This is an optimization exercise on Yosys and OpenROAD, whose aim is small area, not a production implementation. Only simulation tests tie the RTL to the original design; equivalence was not proved. Power and IR drop assume default switching activity.

### constraint.sdc
create_clock -name core_clock -period 10.0 [get_ports {MCLK}]
set_input_delay 2.0000 -clock core_clock [delete_from_list [all_inputs] [get_ports {MCLK}]]
set_output_delay 2.0000 -clock core_clock [all_outputs]
set_load 0.01 [all_outputs]
### design.v
module clock_generation(
    input MCLK,    
    input RESET_IN,
    output reg clk,
    output step     
    );
    reg  [25:0]counter;   
    assign step = (RESET_IN == 1'b0) && (counter == 26'd49999) && (clk == 1'b0);
    always @(posedge MCLK)begin
        if(RESET_IN == 1'b1)begin
            counter <= 0;
            clk <= 0;
        end
        else begin
            if(counter == 26'd49999) begin
                counter <= 0;
                clk <= ~ clk;   
            end
            else begin
                counter <= counter + 1;
                clk <= clk;  
            end
        end
    end    
endmodule
	module PC(
		input pc_reset,
		input clk,
		input step,
		input [15:0] next,
		input jump_flag,
		output[15:0] PC_counter
	);
		reg [15:0 ]PC_cont;
		assign PC_counter = PC_cont;
		always @(posedge clk) begin
			if (!step) begin
				PC_cont <= PC_cont;
				end
			else if(pc_reset) begin
				PC_cont <= 0;
				end
			else begin
				if (jump_flag) begin
					PC_cont <= next;
					end
				else begin
					if (PC_cont == 27) begin
						PC_cont <= 27;
						end
					else begin
					PC_cont <= PC_cont + 1;
					end
				end
			end
		end
	endmodule
	module JMP_ALU(
		input [15:0] current_PC,
		input [11:0] target,
		output [15:0] jump_PC
	);
	 assign jump_PC={current_PC[15:12], target[11:0]};
	endmodule
module MUX16Bits(
    input [15:0] inA,
    input [15:0] inB,
    input selector,
    output reg [15:0] result
);
	 always@(*) begin
		 if(selector == 0)
					result <= inA;
			  else
					result <= inB;
		 end
endmodule
	module MUX2Bits(
		input [1:0] inA, 
		input [1:0] inB,
		input selector,
		output reg [1:0] result
	);
		always @(*) begin
		if(selector == 0)
				result <=inA;
			else
				result <= inB;
		end
	endmodule
	module data_mem(
		input clk,
		input step,
		input [1:0]r_add1,
		input [1:0]r_add2,
		input [1:0] rg_sel,
		input [1:0]w_add,
		input w_flag,
		input [15:0]w_data,
		input reset,
		output [15:0]r_data1,
		output [15:0]r_data2,
		output [15:0]rgsel_data,
		output debug
	);
	reg [15:0] data [3:0];
	assign debug = data[0];
	integer i;
	always @(posedge clk) begin
		if (!step) ;
		else if(reset) 
			for(i=0;i<4;i=i+1)
				data[i] <= 0;
		else
			if (w_flag) 
				data[w_add] <= w_data;
	end
	assign r_data1 = data[r_add1];
	assign r_data2 = data[r_add2];
	assign rgsel_data = data[rg_sel];
	endmodule
module ALU(
	 input clk,
    input [15:0] inA,
    input [15:0] inB,
    input operation,
    output reg[15:0] result,
	 output reg mem_update_flag
    );
    always @(*) begin
		mem_update_flag = 0;
        if (operation)
            result={inB[7:0], 8'd0};
        else
            result = {inA + inB};
		mem_update_flag = 1;
    end
endmodule 
	module controller(
		input clk,
		input [3:0] opcode,
		input [5:0] func,
		output reg ALU_op,
		output reg immidiate_mux,
		output reg pc_flag,
		output reg data_mem_w_flag,
		output reg data_mem_w_mux,
		output reg output_port_flag,
		output reg ALU_update_flag
	);
	always @(*) begin
		ALU_update_flag = 0;
		ALU_op = 0;
		immidiate_mux = 0;
		pc_flag = 0;
		data_mem_w_flag = 0;
		data_mem_w_mux = 0;
		output_port_flag = 0;
		case(opcode)
			4'd15: begin
				case(func)
					6'd0:begin
						ALU_op = 0;
						immidiate_mux = 0;
						pc_flag = 0;
						data_mem_w_flag =1;
						data_mem_w_mux = 0;
						output_port_flag =0;
						end
					default: begin
						ALU_op = 0;
						immidiate_mux = 0;
						pc_flag = 0;
						data_mem_w_flag =0;
						data_mem_w_mux =0;
						output_port_flag =1;
						end
					endcase
				end
			4'd4: begin
				ALU_op = 0;
				immidiate_mux = 1;
				pc_flag = 0;
				data_mem_w_flag =1;
				data_mem_w_mux = 1;
				output_port_flag = 0;
				end
			4'd6: begin
				ALU_op = 1;
				immidiate_mux = 1;
				pc_flag = 0;
				data_mem_w_flag = 1;
				data_mem_w_mux = 1;
				output_port_flag = 0;
				end
			4'd9: begin
				ALU_op = 0;
				immidiate_mux = 0;
				pc_flag = 1;
				data_mem_w_flag =0;
				data_mem_w_mux = 0;
				output_port_flag = 0;
				end
			endcase
			ALU_update_flag = 1;
		end
	endmodule
module cpu (
  input reset_cpu,                 
  input clk,                           
  input cpu_step,                      
  input cpu_enable,               
  input wwd_enable,              
  input [1:0] register_selection ,  
  output reg[16-1:0] output_port,    
  output [7:0] PC_below8bit                    
);
	wire PC_flag;
	wire[15:0] PC_write;
	wire[15:0] current_PC;
	wire[3:0] opcode;
	wire[5:0] func;
	wire data_w_flag;
	wire[1:0] data_w_add;
	wire immidiate_mux_selector;
	wire mem_w_mux_selector;
	wire[15:0] data1;
	wire[15:0] data2;
	wire[15:0] rgs_data;
	wire[15:0] inB;
	wire ALU_op;
	wire[15:0] ALU_in_2;
	wire[15:0] ALU_result;
	wire[1:0] rs;
	wire[1:0] rd;
	wire[1:0] rt;
	wire[1:0] mem_w_add;
	wire [7:0] immidiate;
	wire [11:0] target;
	wire output_port_flag;
	wire debug;
	wire ALU_update_flag;
	wire mem_update_flag;
    reg [16-1:0] instr;
    always @(*) begin
        case (current_PC[4:0])
            5'd0: instr = 16'h6000;	 
            5'd1: instr = 16'h6101;	 
            5'd2: instr = 16'h6202;	 
            5'd3: instr = 16'h6303;	 
            5'd4: instr = 16'hf01c;	 
            5'd5: instr = 16'hf41c;	 
            5'd6: instr = 16'hf81c;	 
            5'd7: instr = 16'hfc1c;	 
            5'd8: instr = 16'h4204;	 
            5'd9: instr = 16'h47fc;	 
            5'd10: instr = 16'hf81c;	 
            5'd11: instr = 16'hfc1c;	 
            5'd12: instr = 16'hf6c0;	 
            5'd13: instr = 16'hf180;	 
            5'd14: instr = 16'hf81c;	 
            5'd15: instr = 16'hfc1c;	 
            5'd16: instr = 16'h9015;	 
            5'd17: instr = 16'hf01c;	 
            5'd18: instr = 16'hf180;	 
            5'd19: instr = 16'hf180;	 
            5'd20: instr = 16'hf180;	 
            5'd21: instr = 16'h6000;	 
            5'd22: instr = 16'h4000;	 
            5'd23: instr = 16'hfd80;	 
            5'd24: instr = 16'hf01c;	 
            5'd25: instr = 16'hf41c;	 
            5'd26: instr = 16'hf81c;	 
            5'd27: instr = 16'hfc1c;	 
            default: instr = 16'h0000;
        endcase
    end
	assign rs = instr[11:10];
	assign rt = instr[9:8];
	assign rd = instr[7:6];
	assign immidiate = instr[7:0];
	assign target = instr[11:0];
	assign opcode = instr[15:12];
	assign func = instr[5:0];
	PC PC(reset_cpu, clk, cpu_step, PC_write, PC_flag, current_PC);
	JMP_ALU jump_alu(current_PC, target, PC_write);
	MUX2Bits rd_rt_selection(rd, rt,mem_w_mux_selector, mem_w_add);
	data_mem datamem(clk, cpu_step, rs, rt, register_selection, mem_w_add, data_w_flag, ALU_result, reset_cpu, data1, data2,rgs_data, debug);
	MUX16Bits data2_selection(data2, {immidiate[7], immidiate[7], immidiate[7], immidiate[7], immidiate[7], immidiate[7], immidiate[7], immidiate[7], immidiate}, immidiate_mux_selector, ALU_in_2);
	ALU ALU(clk, data1, ALU_in_2, ALU_op, ALU_result, mem_update_flag);
	controller controller(clk, opcode, func, ALU_op, immidiate_mux_selector, PC_flag, data_w_flag, mem_w_mux_selector, output_port_flag, ALU_update_flag);
	assign PC_below8bit = current_PC[7:0];
	always @(*) begin
		if (wwd_enable)
				output_port <= data1; 
		else
				output_port <= rgs_data;
	end
endmodule
`timescale 1ns / 1ps
module binary_to_segment(
    input [3:0] binary,
    output reg [7:0] segment
    );
    always @(*)begin
        case(binary)
            4'd0:
                begin
                    segment = 8'b0011_0000;
                end
            4'd1:
                begin
                    segment = 8'b0011_0001;    
                end
            4'd2:
                begin
                    segment = 8'b0011_0010;         
                end
            4'd3:
                begin
                    segment = 8'b0011_0011; 
                end
            4'd4:
                begin
                    segment = 8'b0011_0100; 
                end
            4'd5:
                begin
                    segment = 8'b0011_0101; 
                end
            4'd6:
                begin
                    segment = 8'b0011_0110; 
                end
            4'd7:
                begin
                    segment = 8'b0011_0111; 
                end
            4'd8:
                begin
                    segment = 8'b0011_1000;
                end
            4'd9:
                begin
                    segment = 8'b0011_1001; 
                end
            4'd10:     
                begin
                    segment = 8'b0100_0001; 
                end
            4'd11:     
                begin
                    segment = 8'b0100_0010; 
                end
            4'd12:     
                begin
                    segment = 8'b0100_0011; 
                end
            4'd13:    
                begin
                     segment = 8'b0100_0100; 
                end
            4'd14:    
                begin
                    segment = 8'b0100_0101; 
                end
            4'd15:     
                begin
                    segment = 8'b0100_0110; 
                end
        endcase
    end
endmodule
module lcd_ctrl
(
input   wire            iMClk,
input   wire            iMRst,
input   wire    [6:0]   iDDAddr,
input   wire    [7:0]   iDDData,
input   wire            iDDEn,
output  reg             oLcdRegSel,
output  wire    [7:0]   oLcdDb,
output  reg             oLcdRW,
output  reg             oLcdEn
);
parameter   POWERON = 3'b000;
parameter   FUNCSET = 3'b001;
parameter   ENTRYMD = 3'b010;
parameter   DISPONF = 3'b011;
parameter   CLRDISP = 3'b100;
parameter   IDLE    = 3'b101;
parameter   LCDWR   = 3'b110;
parameter   LINECNG = 3'b111;
reg [3:0]   rLcdDb;
assign  oLcdDb = {rLcdDb[3:0], 4'hF};
reg [7:0]   rDDData0 [00:39];
reg [7:0]   rDDData1 [00:39];
integer     i;
always @ ( posedge iMClk )
begin
    if ( iMRst ) begin
        for ( i=0 ; i<40 ; i=i+1 ) begin
            rDDData0[i] <= 8'b 0010_0000;
            rDDData1[i] <= 8'b 0010_0000;
        end
    end
    else if ( iDDEn ) begin
        case ( iDDAddr[6] )
            1'b0 : rDDData0[iDDAddr[5:0]] <= iDDData;
            1'b1 : rDDData1[iDDAddr[5:0]] <= iDDData;
        endcase
    end
end
reg [2:0]   rState;
reg         rCurLine;
reg [5:0]   rLcdWrCnt;
reg [19:0]  rTmpCnt;
reg [03:0]  rTmpStg;
always @ ( posedge iMClk )
begin
    if ( iMRst ) begin
        rState <= POWERON;
        rCurLine <= 1'b0;
        rLcdWrCnt <= 6'h0;
        rTmpCnt <= 20'h0;
        rTmpStg <=  4'h0;
        rLcdDb <= 4'h0;
        oLcdEn <= 1'b0;
        oLcdRegSel <= 1'b0;
        oLcdRW <= 1'b0;
    end
    else begin
        case ( rState )
            POWERON : begin
                case ( rTmpStg )
                    4'h0,                
                    4'h2,                
                    4'h4,                
                    4'h6, 4'h8 : begin   
                        if ( (rTmpStg==4'h0) && (rTmpCnt==20'd 750000) ) begin
                            rTmpCnt <= 20'd0;
                            rTmpStg <= rTmpStg + 4'd1;
                        end
                        else if ( (rTmpStg==4'h2) && (rTmpCnt==20'd 205000) ) begin
                            rTmpCnt <= 20'd0;
                            rTmpStg <= rTmpStg + 4'd1;
                        end
                        else if ( (rTmpStg==4'h4) && (rTmpCnt==20'd 5000) ) begin
                            rTmpCnt <= 20'd0;
                            rTmpStg <= rTmpStg + 4'd1;
                        end
                        else if ( (&rTmpStg[2:1]) && (rTmpCnt==20'd 2000) ) begin
                            rTmpCnt <= 20'd0;
                            rTmpStg <= rTmpStg + 4'd1;
                        end
                        else if ( (rTmpStg[3]) && (rTmpCnt==20'd 2000) ) begin
                            rTmpCnt <= 20'd0;
                            rTmpStg <= 4'd0;
                            rState <= FUNCSET;
                        end
                        else
                            rTmpCnt <= rTmpCnt + 20'd1;
                    end
                    4'h1, 4'h3, 4'h5, 4'h7 : begin
                        if ( rTmpCnt==20'd0 )       oLcdEn <= 1'b1;
                        else if ( rTmpCnt==20'd12 ) oLcdEn <= 1'b0;
                        if ( rTmpCnt==20'd0 ) begin
                            if ( rTmpStg==4'h7 )    rLcdDb <= 4'h2;
                            else                    rLcdDb <= 4'h3;
                        end
                        if ( rTmpCnt==20'd 12 ) begin
                            rTmpCnt <= 20'd0;
                            rTmpStg <= rTmpStg + 4'd1;
                        end
                        else
                            rTmpCnt <= rTmpCnt + 20'd1;
                    end
                endcase
            end  
            FUNCSET, ENTRYMD, DISPONF, CLRDISP : begin
                oLcdRegSel <= 1'b0;
                oLcdRW <= 1'b0;
                case ( rTmpStg )
                    4'h0,            
                    4'h3 : begin     
                        case ( rState )
                            FUNCSET : begin
                                if ( rTmpStg==4'h0 )    rLcdDb <= 4'h2;
                                else                    rLcdDb <= 4'h8;
                            end
                            ENTRYMD : begin
                                if ( rTmpStg==4'h0 )    rLcdDb <= 4'h0;
                                else                    rLcdDb <= 4'h6;
                            end
                            DISPONF : begin
                                if ( rTmpStg==4'h0 )    rLcdDb <= 4'h0;
                                else                    rLcdDb <= 4'hC;
                            end
                            CLRDISP : begin
                                if ( rTmpStg==4'h0 )    rLcdDb <= 4'h0;
                                else                    rLcdDb <= 4'h1;
                            end
                        endcase
                        if ( rTmpCnt==20'd2 ) begin
                            rTmpCnt <= 20'd0;
                            rTmpStg <= rTmpStg + 4'd1;
                        end
                        else
                            rTmpCnt <= rTmpCnt + 20'd1;
                    end
                    4'h1, 4'h4 : begin
                        oLcdEn <= 1'b1;
                        if ( rTmpCnt==20'd 12 ) begin
                            rTmpCnt <= 20'd 0;
                            rTmpStg <= rTmpStg + 4'd1;
                        end
                        else
                            rTmpCnt <= rTmpCnt + 20'd1;
                    end
                    4'h2, 4'h5 : begin
                        oLcdEn <= 1'b0;
                        if ( (rTmpStg==4'h2) && (rTmpCnt==20'd 51) ) begin
                            rTmpCnt <= 20'd0;
                            rTmpStg <= rTmpStg + 4'd1;
                        end
                        else if ( (rTmpStg==4'h5) && (rTmpCnt==20'd 2001) ) begin
                            rTmpCnt <= 20'd0;
                            rTmpStg <=  4'd0;
                            case ( rState )
                                FUNCSET : rState <= ENTRYMD;
                                ENTRYMD : rState <= DISPONF;
                                DISPONF : rState <= CLRDISP;
                                CLRDISP : rState <= IDLE;
                            endcase
                        end
                        else
                            rTmpCnt <= rTmpCnt + 20'd1;
                    end
                endcase
            end  
            IDLE : begin     
                if ( rTmpCnt==20'd 20000 ) begin
                    rTmpCnt <= 20'd0;
                    rState <= LCDWR;
                end
                else
                    rTmpCnt <= rTmpCnt + 20'd1;
            end  
            LCDWR : begin
                case ( rTmpStg )
                    4'h0,            
                    4'h3 : begin     
                        oLcdRegSel <= 1'b1;
                        oLcdRW <= 1'b0;
                        if ( rCurLine==1'b0 ) begin
                            if ( rTmpStg==4'h0 )    rLcdDb <= rDDData0[rLcdWrCnt][7:4];
                            else                    rLcdDb <= rDDData0[rLcdWrCnt][3:0];
                        end
                        else begin
                            if ( rTmpStg==4'h0 )    rLcdDb <= rDDData1[rLcdWrCnt][7:4];
                            else                    rLcdDb <= rDDData1[rLcdWrCnt][3:0];
                        end
                        if ( rTmpCnt==20'd2 ) begin
                            rTmpCnt <= 20'd0;
                            rTmpStg <= rTmpStg + 4'd1;
                        end
                        else
                            rTmpCnt <= rTmpCnt + 20'd1;
                    end
                    4'h1, 4'h4 : begin
                        oLcdEn <= 1'b1;
                        if ( rTmpCnt==20'd 12 ) begin
                            rTmpCnt <= 20'd 0;
                            rTmpStg <= rTmpStg + 4'd1;
                        end
                        else
                            rTmpCnt <= rTmpCnt + 20'd1;
                    end
                    4'h2, 4'h5 : begin
                        oLcdEn <= 1'b0;
                        if ( (rTmpStg==4'h2) && (rTmpCnt==20'd 51) ) begin
                            rTmpCnt <= 20'd0;
                            rTmpStg <= rTmpStg + 4'd1;
                        end
                        else if ( (rTmpStg==4'h5) && (rTmpCnt==20'd 2001) ) begin
                            rTmpCnt <= 20'd0;
                            rTmpStg <=  4'd0;
                            if ( rLcdWrCnt==6'd39 ) begin
                                rLcdWrCnt <= 6'h0;
                                rState <= LINECNG;
                            end
                            else
                                rLcdWrCnt <= rLcdWrCnt + 6'h1;
                        end
                        else
                            rTmpCnt <= rTmpCnt + 20'd1;
                        end
                endcase
            end  
            LINECNG : begin
                case ( rTmpStg )
                    4'h0,            
                    4'h3 : begin     
                        oLcdRegSel <= 1'b0;
                        oLcdRW <= 1'b0;
                        if ( rCurLine==1'b0 ) begin
                            if ( rTmpStg==4'h0 )    rLcdDb <= {1'b1, 3'd4};
                            else                    rLcdDb <= 4'h0;
                        end
                        else begin
                            if ( rTmpStg==4'h0 )    rLcdDb <= {1'b1, 3'd0};
                            else                    rLcdDb <= 4'h0;
                        end
                        if ( rTmpCnt==20'd2 ) begin
                            rTmpCnt <= 20'd0;
                            rTmpStg <= rTmpStg + 4'd1;
                        end
                        else
                            rTmpCnt <= rTmpCnt + 20'd1;
                    end
                    4'h1, 4'h4 : begin
                        oLcdEn <= 1'b1;
                        if ( rTmpCnt==20'd 12 ) begin
                            rTmpCnt <= 20'd 0;
                            rTmpStg <= rTmpStg + 4'd1;
                        end
                        else
                            rTmpCnt <= rTmpCnt + 20'd1;
                    end
                    4'h2, 4'h5 : begin
                        oLcdEn <= 1'b0;
                        if ( (rTmpStg==4'h2) && (rTmpCnt==20'd 51) ) begin
                            rTmpCnt <= 20'd0;
                            rTmpStg <= rTmpStg + 4'd1;
                        end
                        else if ( (rTmpStg==4'h5) && (rTmpCnt==20'd 2001) ) begin
                            rTmpCnt <= 20'd0;
                            rTmpStg <=  4'd0;
                            if ( rCurLine==1'b0 )
                                rState <= LCDWR;
                            else
                                rState <= IDLE;
                            rCurLine <= ~rCurLine;
                        end
                        else
                            rTmpCnt <= rTmpCnt + 20'd1;
                    end
                endcase
            end  
        endcase  
    end
end
endmodule
module output_logic(
    input MCLK,
	 input RESET,
    input [7:0] PC, 
    input [15:0] output_port,
    output [7:0] LED,
	 output              oLcdRegSel,
	 output      [7:0]   oLcdDb,
	 output              oLcdRW,
	 output              oLcdEn
    );
    reg [20:0] 	clkdiv;
    wire [2:0]    counter ;
    assign counter[2:0] = {clkdiv[20:19], clkdiv[0]};
    assign LED[7:0] = PC[7:0]; 
   reg [6:0] iADDR;
	reg [7:0] iDATA;
	wire [7:0] DATA1;
	wire [7:0] DATA2;
	wire [7:0] DATA3;
	wire [7:0] DATA4;
	reg iEN;
   binary_to_segment seg1 (output_port[3:0], DATA1);
   binary_to_segment seg2 (output_port[7:4], DATA2);
   binary_to_segment seg3 (output_port[11:8], DATA3);
   binary_to_segment seg4 (output_port[15:12], DATA4);
	lcd_ctrl lcd(MCLK, RESET, iADDR, iDATA, iEN, oLcdRegSel, oLcdDb, oLcdRW, oLcdEn);
    always @(posedge MCLK) begin
        if (RESET)
            clkdiv <= 0;
        else
            clkdiv <= clkdiv + 1;
        case(counter)
            3'b000:
                begin
					 iEN <= 0;
					 iADDR <= 7'b000_0000;
					 iDATA <= DATA4;
                end
            3'b001:
                begin
					 iEN <= 1;
					 iADDR <= 7'b000_0000;
					 iDATA <= DATA4;
                end
            3'b010:
                begin
					 iEN <= 0;
					 iADDR <= 7'b000_0001;
					 iDATA <= DATA3;
                end
            3'b011:
                begin
					 iEN <= 1;
					 iADDR <= 7'b000_0001;
					 iDATA <= DATA3;
                end
				3'b100:
                begin
					 iEN <= 0;
					 iADDR <= 7'b000_0010;
					 iDATA <= DATA2;
                end
            3'b101:
                begin
					 iEN <= 1;
					 iADDR <= 7'b000_0010;
					 iDATA <= DATA2;
                end
				3'b110:
                begin
					 iEN <= 0;
					 iADDR <= 7'b000_0011;
					 iDATA <= DATA1;
                end
            3'b111:
                begin
					 iEN <= 1;
					 iADDR <= 7'b000_0011;
					 iDATA <= DATA1;
                end
        endcase
    end
endmodule
`timescale 1ns / 1ps
module cpu_top(             
    input reset_clk,        
    input reset_cpu,        
    input MCLK,             
    input cpu_enable,      
    input wwd_enable,       
    input [1:0] register_selection,       
    output [7:0] LED,                     
	 output              oLcdRegSel,  
	 output      [7:0]   oLcdDb,
	 output              oLcdRW,
	 output              oLcdEn
    );
    wire clk;     
    wire cpu_step;   
    wire [15:0] output_port;
    wire [7:0] pc_8bit;
    clock_generation clock_generator(MCLK, reset_clk, clk, cpu_step);
    cpu cpu(reset_cpu, MCLK, cpu_step, cpu_enable, wwd_enable, register_selection, output_port,pc_8bit);    
    output_logic out(MCLK, reset_clk , pc_8bit, output_port, LED, oLcdRegSel, oLcdDb, oLcdRW, oLcdEn );
endmodule
### run.sh
#!/bin/bash
# synth_recipe.tcl (not shown) runs the flow's synth.tcl, then flattens the netlist and writes it again
# the make line also repeats each setting of config.mk as NAME=value (left out here)
make -C /OpenROAD-flow-scripts/flow DESIGN_CONFIG=/design/flow/config.mk WORK_HOME=/design/flow/orfs CLKGATE_MAP_FILE= SYNTH_SCRIPT=/design/flow/synth_recipe.tcl finish
### config.mk
export PLATFORM = sky130hd
export DESIGN_NAME = cpu_top
export DESIGN_NICKNAME = cpu_top
export VERILOG_FILES = /design/flow/design.v
export SDC_FILE = /design/flow/constraint.sdc
export NUM_CORES = 4
export LEC_CHECK = 0
export CAP_MARGIN = 20
export CORE_MARGIN = 2
export CORE_UTILIZATION = 40
export SLEW_MARGIN = 20
==> results.yml <==
critical_path:
  path_buf_inv: 2
  crit_required_ns: 10.16
  cp_slowest_cell: "nand2_1"
  start_kind: "input pin"
  arrival_ns: 5.23
  cpPeakStageDelay_ns: 1.02
  worstPathMaxFanout: 23
  crit_path_end_kind: "flop"
  crit_family: "simple AND/OR/NAND/NOR gates"
  crit_type: "input pin to flop"
  crit_chain: "buf_2 > or2_2 > nor3_2 > buf_4 > nor3b_4 > o2111ai_2 > nand2_1"
floorplanning:
  core_area_um2: 33400
  die-area_um2: 35100
  die_h_um: 187
  fp-row-count: 67
  die_x_um: 187
  ioPinCount: 26
  start_util: 0.403
place:
  port_buffers: 19
  dp.cells: 1800
  dpl_cell_area_um2: 14000
  dp_hpwl_um: 21700
  gp_congestion: 0.909
cells_and_area:
  fill_cells: 3293
  design_area_um2: 14800
  drive_gt1_frac: 0.104
  final_cells: 1846
  fin_util: 0.444
  mostFrequentLayoutCell: "nand2_1"
  nets: 1428
  area_growth_pct: 9.96
  n_antenna_cell: 0
  final_cell_mix: "156 x nand2_1, 150 x nor2_1, 118 x dfxtp_1"
global_routing:
  first_global_vias: 9967
  gr-total-overflow: 0
  grtUsageTotal: 0.180
  grt_pass1_wl_um: 51700
  antenna_found_initial: 0
  grt_max_degree: 60
power:
  irDropWorstVdd_uv: 144
  powerDensity_nw_per_um2: 138
  intPower_mw: 1.55
  p_switching_mw: 0.488
  combPwrFrac: 0.072
  clock_power_share: 0.441
  p_sw_frac: 0.239
  power.share.sequential: 0.487
  leakage_nw: 5.43
route:
  via_count: 10320
  drt-vias-per-instance: 5.59
  wirelength_um: 31900
  drc: 0
  wl_per_cell_um: 17.3
  drtAntennaViolNets: 0
  dr.first_iter.drc_count: 811
  dr.pass1.iters: 9
clocking:
  cts_buffers: 25
  clock-sinks: 226
  ctsResizeCount: 0
  post_cts_buffers: 0
  clockBufferDepth: 3
  root_buffer: "clkbuf_16"
  cts.reportedPaths.clkPinSlew_ns: 0.06
  htreeDepth: 1
  worstSkewPairLatency_ns: 0.55
  ctsHoldBuffers: 0
  cts_tree: "built"
timing:
  fin_worst_skew_ns: 0.0101
  relSlewSlack: 0.227
  setup_viol: 0
  drv_slew: 0
  fin_setup_tns_ns: 0
  fmax_ghz: 0.197
  whs_ns: 0.385
  period_share: 0.507
  hold_violations: 0
  period_minus_slack_ns: 5.07
  tightest_slew_ns: 1.16
  grt_setup_unrepaired: "false"
yosys:
  ys_seq_area_frac: 0.417
  avgSynthCellArea_um2: 9.68
  synth.cell_area_um2: 13500
  synth_cells: 1390
  yosysWarnings: 11
  synth_ff_type: "dfxtp_1"
  synth_enable_flop_cells: 108
  ys_types: 83
  synthArstFlopShare: 0
  synth_seq_cells: 226
min_path:
  hold_path.class: "flop to flop"
run_status:
  status: "timing/DRC/antenna clean"
flow_run:
  max-cap-violations: 0
==> power groups by stage <==
| stage | clock [mW] | sequential, mW | combinational (mW) |
|---|---|---|---|
| 6_report | 0.900 | 0.995 | 0.147 |
| 3_5_place_dp | 0 | 1.02 | 0.145 |
| 5_1_grt | 0.958 | 0.997 | 0.161 |
| 4_1_cts | 0.917 | 0.995 | 0.146 |
| 2_1_floorplan | 0 | 1.01 | 0.110 |
| 3_3_place_gp | 0 | 1.01 | 0.144 |
==> sequential cells by signal, summed over array words and instances, names as in the netlist, named ones only <==
signal / flops
out.lcd.rLcdDb: 4
out.lcd.rState: 3
cpu.PC.PC_cont: 16
out.lcd.rTmpCnt: 20
clock_generator.counter: 26
out.lcd.oLcdEn: 1
out.iEN: 1
out.clkdiv: 21
cpu.instr: 15
out.lcd.rTmpStg: 4
out.lcd.rCurLine: 1
cpu.datamem.data: 64
out.lcd.oLcdRegSel: 1
clock_generator.clk: 1
out.lcd.rLcdWrCnt: 6
out.lcd.rDDData0: 28
out.iADDR: 2
out.iDATA: 6
==> per-layer routing <==
| layer | wire length, um | track usage | vias to the layer above |
|---|---|---|---|
| li1 | - | - | 5056 |
| met1 | 14100 | 0.233 | 4942 |
| met2 | 15300 | 0.308 | 245 |
| met3 | 1500 | 0.0278 | 77 |
| met4 | 1000 | 0.0603 | 0 |
| met5 | 0 | 0 | - |
==> cells by family (layout without fill, tap and decap cells) <==
| kind of cell | after synthesis | in the layout | share of synthesized area |
|---|---|---|---|
| other | 2 | 5 | 0.000558 |
| XOR/XNOR | 72 | 72 | 0.0469 |
| multiplexers | 90 | 90 | 0.119 |
| buffers and inverters | 126 | 131 | 0.0400 |
| AND/OR/NAND/NOR | 598 | 598 | 0.223 |
| flip-flops | 226 | 226 | 0.417 |
| AO/OA/AOI/OAI | 234 | 234 | 0.114 |
| adder cells (fa/ha/maj) | 42 | 42 | 0.0396 |
==> Yosys cell counts, types with 12 or more instances <==
| library cell | n | share of area |
|---|---|---|
| nor2_1 | 150 | 0.042 |
| nand2b_1 | 14 | 0.0065 |
| edfxtp_1 | 108 | 0.24 |
| or3_1 | 21 | 0.0098 |
| clkbuf_1 | 48 | 0.013 |
| nand2_1 | 156 | 0.044 |
| mux2i_1 | 30 | 0.022 |
| buf_4 | 15 | 0.0084 |
| a21oi_1 | 65 | 0.024 |
| nand4_1 | 25 | 0.012 |
| inv_1 | 47 | 0.013 |
| nor3_1 | 45 | 0.017 |
| or4_1 | 12 | 0.0067 |
| ha_1 | 41 | 0.038 |
| mux4_2 | 56 | 0.094 |
| and3_1 | 17 | 0.0079 |
| o21ai_0 | 51 | 0.019 |
| and2_1 | 33 | 0.015 |
| nand3_1 | 52 | 0.019 |
| dfxtp_1 | 118 | 0.18 |
| xor2_1 | 48 | 0.031 |
| xnor2_1 | 24 | 0.016 |
==> through the flow <==
| step | power, mW | worst slack, ns |
|---|---|---|
| 2_1_floorplan | 1.12 | 5.50 |
| 3_3_place_gp | 1.16 | 4.38 |
| 3_5_place_dp | 1.16 | 4.33 |
| 4_1_cts | 2.06 | 4.89 |
| 5_1_grt | 2.12 | 4.78 |
| 6_report | 2.04 | 4.93 |
==> cell type report <==
| class | count | area, um^2 | area share |
|---|---|---|---|
| Clock buffer | 35 | 736 | 0.0497 |
| Tap cell | 448 | 561 | 0.0379 |
| Clock inverter | 11 | 60.1 | 0.00406 |
| Sequential cell | 226 | 5610 | 0.379 |
| Timing Repair Buffer | 37 | 320 | 0.0216 |
| Inverter | 48 | 180 | 0.0122 |
| Multi-Input combinational cell | 1041 | 7340 | 0.496 |
==> final timing paths <==
check	startpoint	endpoint	slack [ns]	depth (start not counted)
worst max-delay path	reset_clk	cpu.datamem.data[1][5]	4.93	7
worst min register to register	out.clkdiv[0]	out.iEN	0.38	0
worst max register to register	clock_generator.counter[17]	cpu.datamem.data[1][5]	5.28	7
worst min-delay path	out.clkdiv[0]	out.iEN	0.38	0

[static timing again, ports no longer ideal]
Ports are ideal in the flow. The routed layout listed here was re-timed in OpenROAD.
Step 1 (the two cells are an assumption about what drives the block):
set clk [get_ports {MCLK}]
set_driving_cell -lib_cell sky130_fd_sc_hd__clkbuf_16 $clk
set_driving_cell -lib_cell sky130_fd_sc_hd__buf_2 [delete_from_list [all_inputs] $clk]
Step 2 also shifts input and output timing later by t, the mid clock arrival at the registers, as if the neighbouring blocks saw the same clock.
Slacks: ideal ports / drivers / drivers and shift; pairs: ideal ports / drivers.
shift t [ns]: 0.589
setup slack, ns: 4.934 / 4.963 / 4.374
worst hold slack (ns): 0.385 / 0.385 / 0.385
worst setup path after step 2: input to register
After both steps this run still meets setup and hold. The setup slack of this run moves by +0.029 ns with the drivers and by -0.560 ns with both steps.
